What follows belongs to an exercise in optimizing a design on an open flow for small area and a short achievable clock period; a production flow would make more cautious choices.
RTL that was checked went through simulation tests only; none was proved equivalent to the original.

==> 05-01 <==
==> flow/design.v <==
`timescale 1ns / 1ps
module tanh9_lane (
    input  wire        clk,
    input  wire [15:0] x,
    output wire [15:0] y
);
    wire        s_in = x[15];
    wire [14:0] ua   = x[14:0] ^ {15{s_in}};
    wire sat_in = ua[14] | ua[13] | (ua[12] & ua[11]);
    wire lo683  = (ua[10:0] < 11'd683);
    wire hi1365 = (~ua[10:0] < 11'd683);
    reg        s1_s, s1_sat, s1_h;
    reg [10:0] s1_u;
    reg        gA, gB, gC, gD, gE;
    always @(posedge clk) begin
        s1_s   <= s_in;
        s1_sat <= sat_in;
        s1_u   <= x[10:0];
        s1_h   <= ua[12];
        gA <= ~sat_in & ~ua[12] & ~ua[11] &  lo683;     
        gB <= ~sat_in & ~ua[12] & ~ua[11] & ~lo683;     
        gC <= ~sat_in & ~ua[12] &  ua[11] & ~hi1365;    
        gD <= ~sat_in & ((~ua[12] & ua[11] & hi1365) | (ua[12] & ~ua[11] & lo683));   
        gE <= ~sat_in & ua[12] & ~ua[11] & ~lo683;     
    end
    wire        s = s1_s;
    wire [10:0] u = s1_u;
    wire gD1 = gD & ~s1_h;
    wire gD2 = gD & s1_h;
    wire p1 = gA | (gC & u[0]);
    wire p2 = (gA & ~u[0]);
    wire gs3 = gD | gE;
    wire p4 = (gs3 & u[0]) | (gC & u[1]) | (gA & ~u[1]);
    wire p5 = (gs3 & u[1]) | (gC & u[2]) | (gA & ~u[2]);
    wire gs6 = ~(gA | s1_sat);
    wire p7 = gA | (gs6 & u[0]);
    wire p8 = (gA & ~u[0]) | (gs3 & u[2]) | (gC & u[3]);
    wire p9 = (gA & ~u[3]);
    wire p10 = (gs6 & u[1]) | (gA & ~u[1]);
    wire p11 = (gs3 & u[3]) | (gC & u[4]) | (gA & ~u[4]);
    wire p12 = (gD & u[0]);
    wire p13 = (gs6 & u[2]) | (gA & ~u[2]);
    wire p14 = (gs3 & u[4]) | (gC & u[5]) | (gA & ~u[5]);
    wire p15 = (gE & u[0]) | (gD & u[1]);
    wire p16 = gA | (gs6 & u[3]);
    wire p17 = (gB & u[0]) | (gA & ~u[0]) | (gs3 & u[5]) | (gC & u[6]);
    wire p18 = (gE & u[1]) | (gD & u[2]) | (gA & ~u[3]);
    wire p19 = (gA & ~u[6]);
    wire p20 = (gA & ~u[1]) | (gs6 & u[4]);
    wire p21 = (gB & u[1]) | (gA & ~u[4]) | (gs3 & u[6]) | (gC & u[7]);
    wire p22 = (gD & u[0]) | (gE & u[2]) | (gA & ~u[7]);
    wire p23 = (gD & u[3]);
    wire p24 = (gA & ~u[2]) | (gs6 & u[5]);
    wire p25 = (gB & u[0]) | (gA & ~u[5]) | (gs3 & u[7]) | (gC & u[8]);
    wire p26 = (gD & u[1]) | (gB & u[2]) | (gE & u[3]) | (gA & ~u[8]);
    wire p27 = (gD & u[4]);
    wire p28 = (gA & ~u[3]) | (gs6 & u[6]);
    wire p29 = (gC & u[0]) | (gB & u[1]) | (gA & ~u[6]) | (gs3 & u[8]);
    wire p30 = (gD & u[2]) | (gB & u[3]) | (gE & u[4]) | (gC & u[9]) | (gA & ~u[9]);
    wire p31 = (gD & u[5]);
    wire p32 = (gA & ~u[10]) | (gs6 & u[7]);
    wire p33 = (gB & u[0]) | (gC & u[1]) | (gA & ~u[4]) | (gs3 & u[9]);
    wire p34 = (gC & u[10]) | (gB & u[2]) | (gD & u[3]) | (gE & u[5]) | (gA & ~u[7]);
    wire p35 = (gB & u[4]) | (gD & u[6]);
    wire p36 = (gA & ~s) | (gs6 & u[8]);
    wire p37 = (gC & s) | (gA & u[0]) | (gB & u[1]) | (gs3 & u[10]);
    wire p38 = (gC & u[2]) | (gB & u[3]) | (gD & u[4]) | (gA & ~u[5]) | (gE & u[6]);
    wire p39 = (gB & u[5]) | (gD & u[7]) | (gA & ~u[8]);
    wire p40 = s1_sat | (gA & ~s) | (gs6 & u[9]);
    wire gs41 = gC | gE | gD1;
    wire p42 = (gs41 & s) | (gA & u[1]) | (gB & u[2]) | (gD2 & u[5]);
    wire p43 = (gC & u[3]) | (gB & u[4]) | (gA & ~u[6]) | (gE & u[7]) | (gD & u[8]);
    wire p44 = (gD2 & ~s) | (gD1 & u[5]) | (gB & u[6]) | (gA & ~u[9]);
    wire gs45 = ~(gB | gC);
    wire gs46 = gB | gC;
    wire p47 = (gs45 & ~s) | (gs46 & u[10]);
    wire p48 = (gC & s) | (gs3 & u[10]) | (gA & ~u[10]) | (gB & u[3]);
    wire p49 = (gA & u[2]) | (gC & u[4]) | (gB & u[5]) | (gD & u[6]) | (gE & u[8]);
    wire p50 = (gB & u[7]) | (gA & ~u[7]) | (gD & u[9]);
    wire gs51 = gB | s1_sat;
    wire p52 = gs41 | (gs51 & s) | (gD2 & u[10]) | (gA & u[3]);
    wire p53 = (gB & u[4]) | (gC & u[5]) | (gD & u[7]) | (gA & ~u[8]) | (gE & u[9]);
    wire p54 = (gD1 & u[10]) | (gB & u[6]);
    wire p55 = (gB & u[8]);
    wire gs56 = gA | gB | s1_sat;
    wire p57 = gC | (gs56 & ~s) | (gE & u[10]) | (gD & u[8]);
    wire p58 = (gD1 & s) | (gA & u[4]) | (gB & u[5]) | (gC & u[6]);
    wire p59 = (gB & u[7]) | (gA & ~u[9]);
    wire p60 = (gB & u[9]);
    wire gs61 = gA | s1_sat | gD2;
    wire p62 = (gB & s) | (gs61 & ~s) | (gC & u[7]) | (gD1 & u[9]);
    wire p63 = (gB & u[10]) | (gA & ~u[10]) | (gD2 & u[9]);
    wire p64 = (gA & u[5]) | (gB & u[6]);
    wire p65 = (gB & u[8]);
    wire gs66 = gC | gD;
    wire gs67 = gE | s1_sat;
    wire p68 = gB | (gs66 & s) | (gs67 & ~s) | (gA & u[6]);
    wire p69 = (gD & u[10]) | (gB & u[7]) | (gC & u[8]);
    wire p70 = (gB & u[9]);
    wire gs71 = gB | gD2;
    wire gs72 = gA | gE | s1_sat;
    wire p73 = gs71 | (gC & s) | (gs72 & ~s);
    wire p74 = (gB & u[10]) | (gA & u[7]) | (gC & u[9]);
    wire p75 = (gB & u[8]);
    wire gs76 = gA | gE | s1_sat | gD1;
    wire p77 = gD2 | (gs46 & s) | (gs76 & ~s);
    wire p78 = (gC & u[10]) | (gA & u[8]) | (gB & u[9]);
    wire gs79 = gC | gD2;
    wire p80 = gs79 | (gs76 & ~s) | (gB & u[10]);
    wire p81 = (gA & u[9]);
    wire p82 = gs79 | (gs76 & ~s);
    wire p83 = (gA & u[10]);
    wire s84 = p16 ^ p17;
    wire c85 = p16 & p17;
    wire s86 = p20 ^ p21 ^ p22;
    wire c87 = (p20 & p21) | (p20 & p22) | (p21 & p22);
    wire s88 = p24 ^ p25 ^ p26;
    wire c89 = (p24 & p25) | (p24 & p26) | (p25 & p26);
    wire s90 = p28 ^ p29 ^ p30;
    wire c91 = (p28 & p29) | (p28 & p30) | (p29 & p30);
    wire s92 = p32 ^ p33 ^ p34;
    wire c93 = (p32 & p33) | (p32 & p34) | (p33 & p34);
    wire s94 = p36 ^ p37 ^ p38;
    wire c95 = (p36 & p37) | (p36 & p38) | (p37 & p38);
    wire s96 = p40 ^ p42 ^ p43;
    wire c97 = (p40 & p42) | (p40 & p43) | (p42 & p43);
    wire s98 = p47 ^ p48 ^ p49;
    wire c99 = (p47 & p48) | (p47 & p49) | (p48 & p49);
    wire s100 = p52 ^ p53 ^ p54;
    wire c101 = (p52 & p53) | (p52 & p54) | (p53 & p54);
    wire s102 = p57 ^ p58 ^ p59;
    wire c103 = (p57 & p58) | (p57 & p59) | (p58 & p59);
    wire s104 = p62 ^ p63 ^ p64;
    wire c105 = (p62 & p63) | (p62 & p64) | (p63 & p64);
    wire s106 = p68 ^ p69;
    wire c107 = p68 & p69;
    wire s108 = p73 ^ p74;
    wire c109 = p73 & p74;
    wire s110 = p7 ^ p8;
    wire c111 = p7 & p8;
    wire s112 = p10 ^ p11 ^ p12;
    wire c113 = (p10 & p11) | (p10 & p12) | (p11 & p12);
    wire s114 = p13 ^ p14 ^ p15;
    wire c115 = (p13 & p14) | (p13 & p15) | (p14 & p15);
    wire s116 = p18 ^ p19 ^ s84;
    wire c117 = (p18 & p19) | (p18 & s84) | (p19 & s84);
    wire s118 = p23 ^ c85 ^ s86;
    wire c119 = (p23 & c85) | (p23 & s86) | (c85 & s86);
    wire s120 = p27 ^ c87 ^ s88;
    wire c121 = (p27 & c87) | (p27 & s88) | (c87 & s88);
    wire s122 = p31 ^ c89 ^ s90;
    wire c123 = (p31 & c89) | (p31 & s90) | (c89 & s90);
    wire s124 = p35 ^ c91 ^ s92;
    wire c125 = (p35 & c91) | (p35 & s92) | (c91 & s92);
    wire s126 = p39 ^ c93 ^ s94;
    wire c127 = (p39 & c93) | (p39 & s94) | (c93 & s94);
    wire s128 = p44 ^ c95 ^ s96;
    wire c129 = (p44 & c95) | (p44 & s96) | (c95 & s96);
    wire s130 = p50 ^ c97 ^ s98;
    wire c131 = (p50 & c97) | (p50 & s98) | (c97 & s98);
    wire s132 = p55 ^ c99 ^ s100;
    wire c133 = (p55 & c99) | (p55 & s100) | (c99 & s100);
    wire s134 = p60 ^ c101 ^ s102;
    wire c135 = (p60 & c101) | (p60 & s102) | (c101 & s102);
    wire s136 = p65 ^ c103 ^ s104;
    wire c137 = (p65 & c103) | (p65 & s104) | (c103 & s104);
    wire s138 = p70 ^ c105 ^ s106;
    wire c139 = (p70 & c105) | (p70 & s106) | (c105 & s106);
    wire s140 = p75 ^ c107 ^ s108;
    wire c141 = (p75 & c107) | (p75 & s108) | (c107 & s108);
    wire s142 = p77 ^ p78 ^ c109;
    wire c143 = (p77 & p78) | (p77 & c109) | (p78 & c109);
    wire s144 = p80 ^ p81;
    wire c145 = p80 & p81;
    wire s146 = p82 ^ p83;
    wire [21:0] ra = {c145, c143, c141, c139, c137, c135, c133, c131, c129, c127, c125, c123, c121, c119, c117, c115, c113, c111, p9, p5, p4, p1};
    wire [21:0] rb = {s146, s144, s142, s140, s138, s136, s134, s132, s130, s128, s126, s124, s122, s120, s118, s116, s114, s112, s110, 1'b0, 1'b0, p2};
    wire [6:0] lo = {1'b0, ra[5:0]} + {1'b0, rb[5:0]};
    reg        s2_s, s2_c;
    reg [21:6] s2_a, s2_b;
    always @(posedge clk) begin
        s2_s <= s; s2_c <= lo[6]; s2_a <= ra[21:6]; s2_b <= rb[21:6];
    end
    wire [21:6] sum = s2_a + s2_b + {15'd0, s2_c};
    wire [10:0] r = sum[21:11];
    reg        s3_s;
    reg [10:0] s3_y;
    always @(posedge clk) begin
        s3_s <= s2_s;
        s3_y <= r;
    end
    assign y = {{5{s3_s}}, s3_y};
endmodule
module tanh9slices (
    input wire clk,
    input wire rst_n,
    input wire signed [15:0] x0_in,
    input wire signed [15:0] x1_in,
    input wire valid_in,
    output wire signed [15:0] y0_out,
    output wire signed [15:0] y1_out,
    output reg valid_out
);
    reg v1, v2;
    always @(posedge clk or negedge rst_n) begin
        if (!rst_n) begin
            v1 <= 1'b0; v2 <= 1'b0; valid_out <= 1'b0;
        end else begin
            v1 <= valid_in; v2 <= v1; valid_out <= v2;
        end
    end
    tanh9_lane lane0 (.clk(clk), .x(x0_in), .y(y0_out));
    tanh9_lane lane1 (.clk(clk), .x(x1_in), .y(y1_out));
endmodule
==> flow/flow/run.sh <==
#!/bin/bash
set -euo pipefail
mapfile -t KNOBS < <(grep -v '^\s*$' flow/knobs.txt)
bash standard.sh "${KNOBS[@]}" "PRE_GLOBAL_PLACE_TCL=$PWD/flow/ports.tcl" finish > flow_make.log 2>&1
==> flow/flow/knobs.txt <==
SETUP_SLACK_MARGIN=5.4
CTS_ARGS=-sink_clustering_enable -repair_clock_nets -buf_list sky130_fd_sc_hd__clkbuf_8 -dont_use_dummy_load
BUFFER_PORTS_ARGS=-inputs -buffer_cell sky130_fd_sc_hd__buf_1
==> flow/flow/ports.tcl <==
# Buffer the output ports (ORFS's buffer_ports call then buffers the inputs).
buffer_ports -outputs -buffer_cell sky130_fd_sc_hd__buf_2
==> flow/standard.sh <==
#!/bin/bash
# synth_recipe.tcl (not shown) runs the flow's synth.tcl, then flattens the netlist and writes it again
# the make line also repeats each setting of config.mk as NAME=value (left out here)
make -C /OpenROAD-flow-scripts/flow DESIGN_CONFIG=/design/flow/config.mk WORK_HOME=/design/flow/orfs CLKGATE_MAP_FILE= SYNTH_SCRIPT=/design/flow/synth_recipe.tcl "${@:-finish}"
==> flow/config.mk <==
export PLATFORM = sky130hd
export DESIGN_NAME = tanh9slices
export DESIGN_NICKNAME = tanh9slices
export VERILOG_FILES = /design/flow/design.v
export SDC_FILE = /design/flow/constraint.sdc
export NUM_CORES = 4
export LEC_CHECK = 0
export CAP_MARGIN = 20
export CORE_MARGIN = 2
export CORE_UTILIZATION = 40
export SLEW_MARGIN = 20
==> flow/constraint.sdc <==
create_clock -name core_clock -period 8.0 [get_ports {clk}]
set_input_delay 1.6000 -clock core_clock [delete_from_list [all_inputs] [get_ports {clk}]]
set_output_delay 1.6000 -clock core_clock [all_outputs]
set_load 0.01 [all_outputs]
==> 11-08: changes against 05-01 <==
--- a/flow/design.v
+++ b/flow/design.v
@@ -175,4 +175,5 @@
     wire s146 = p82 ^ p83;
-    wire [21:0] ra = {c145, c143, c141, c139, c137, c135, c133, c131, c129, c127, c125, c123, c121, c119, c117, c115, c113, c111, p9, p5, p4, p1};
-    wire [21:0] rb = {s146, s144, s142, s140, s138, s136, s134, s132, s130, s128, s126, s124, s122, s120, s118, s116, s114, s112, s110, 1'b0, 1'b0, p2};
+    wire s147 = c145 ^ s146;
+    wire [21:0] ra = {s147, c143, c141, c139, c137, c135, c133, c131, c129, c127, c125, c123, c121, c119, c117, c115, c113, c111, p9, p5, p4, p1};
+    wire [21:0] rb = {1'b0, s144, s142, s140, s138, s136, s134, s132, s130, s128, s126, s124, s122, s120, s118, s116, s114, s112, s110, 1'b0, 1'b0, p2};
     wire [6:0] lo = {1'b0, ra[5:0]} + {1'b0, rb[5:0]};
@@ -183,4 +184,4 @@
     end
-    wire [21:6] sum = s2_a + s2_b + {15'd0, s2_c};
-    wire [10:0] r = sum[21:11];
+    wire [5:0] mid = {1'b0, s2_a[10:6]} + {1'b0, s2_b[10:6]} + {5'd0, s2_c};
+    wire [10:0] r = s2_a[21:11] + s2_b[21:11] + {10'd0, mid[5]};
     reg        s3_s;
==> flow/flow/run.sh (replaced) <==
#!/bin/bash
set -euo pipefail
mapfile -t KNOBS < <(grep -v '^\s*$' flow/knobs.txt)
bash standard.sh "${KNOBS[@]}" finish > flow_make.log 2>&1
==> flow/flow/knobs.txt (replaced) <==
SETUP_SLACK_MARGIN=5.5
CTS_ARGS=-sink_clustering_enable -repair_clock_nets -root_buf sky130_fd_sc_hd__clkbuf_16 -buf_list sky130_fd_sc_hd__clkbuf_8 -dont_use_dummy_load
BUFFER_PORTS_ARGS=-buffer_cell sky130_fd_sc_hd__buf_1
MATCH_CELL_FOOTPRINT=0
removed: flow/flow/ports.tcl
==> qor.csv <==
stage,metric,value,unit
final_layout,sh_seq_area,33.28,%
critical_path,reg2reg_slack,5.53,ns
final_layout,seq_cells,133,
route,via_per_inst,5.437,
global_routing,grt_busiest_layer,met2,
final_layout,multi_input_area_share,55.53,%
final_layout,design_area,8092,um^2
route,wl_per_cell,15.16,um
outcome,outcome,no timing/DRC/antenna violations,
That was 05-01.
==> qor.csv <==
stage,metric,value,unit
outcome,outcome,no timing/DRC/antenna violations,
critical_path,reg2reg_slack,4.91,ns
global_routing,grt_busiest_layer,met1,
final_layout,sh_seq_area,29.80,%
route,wl_per_cell,14.73,um
placed_design,port_buffers,67,
final_layout,design_area,8964,um^2
final_layout,seq_cells,131,
route,via_per_inst,5.324,
final_layout,multi_input_area_share,56.24,%
That was 11-08.
Only the layout flow was run in 11-08; the RTL was not checked for function there.

[separate check: timing with driven ports]
In the flow no input, the clock included, has a driving cell. The finished layouts below were timed again as built, in two steps.
Step 1, drivers: a clkbuf_16 drives clk and a buf_2 each remaining input, both assumed.
Step 2 times the ports against the registers' clock, not the clock port: input delays grow and output delays shrink by t, the midpoint of the rising clock arrivals with the driver on.
Three values: ideal, step 1, step 2; two values: the first two.
run	t, ns	slack for setup (ns)	hold WS [ns]
05-01	0.471	5.480 / 5.436 / 5.201	0.316 / 0.316 / 0.316
11-08	0.403	4.906 / 4.906 / 4.906	0.331 / 0.331 / 0.331
After both steps every run listed still meets setup and hold. For 05-01, which loses most, drivers alone change the setup slack by -0.044 ns; drivers and shift together by -0.279 ns.
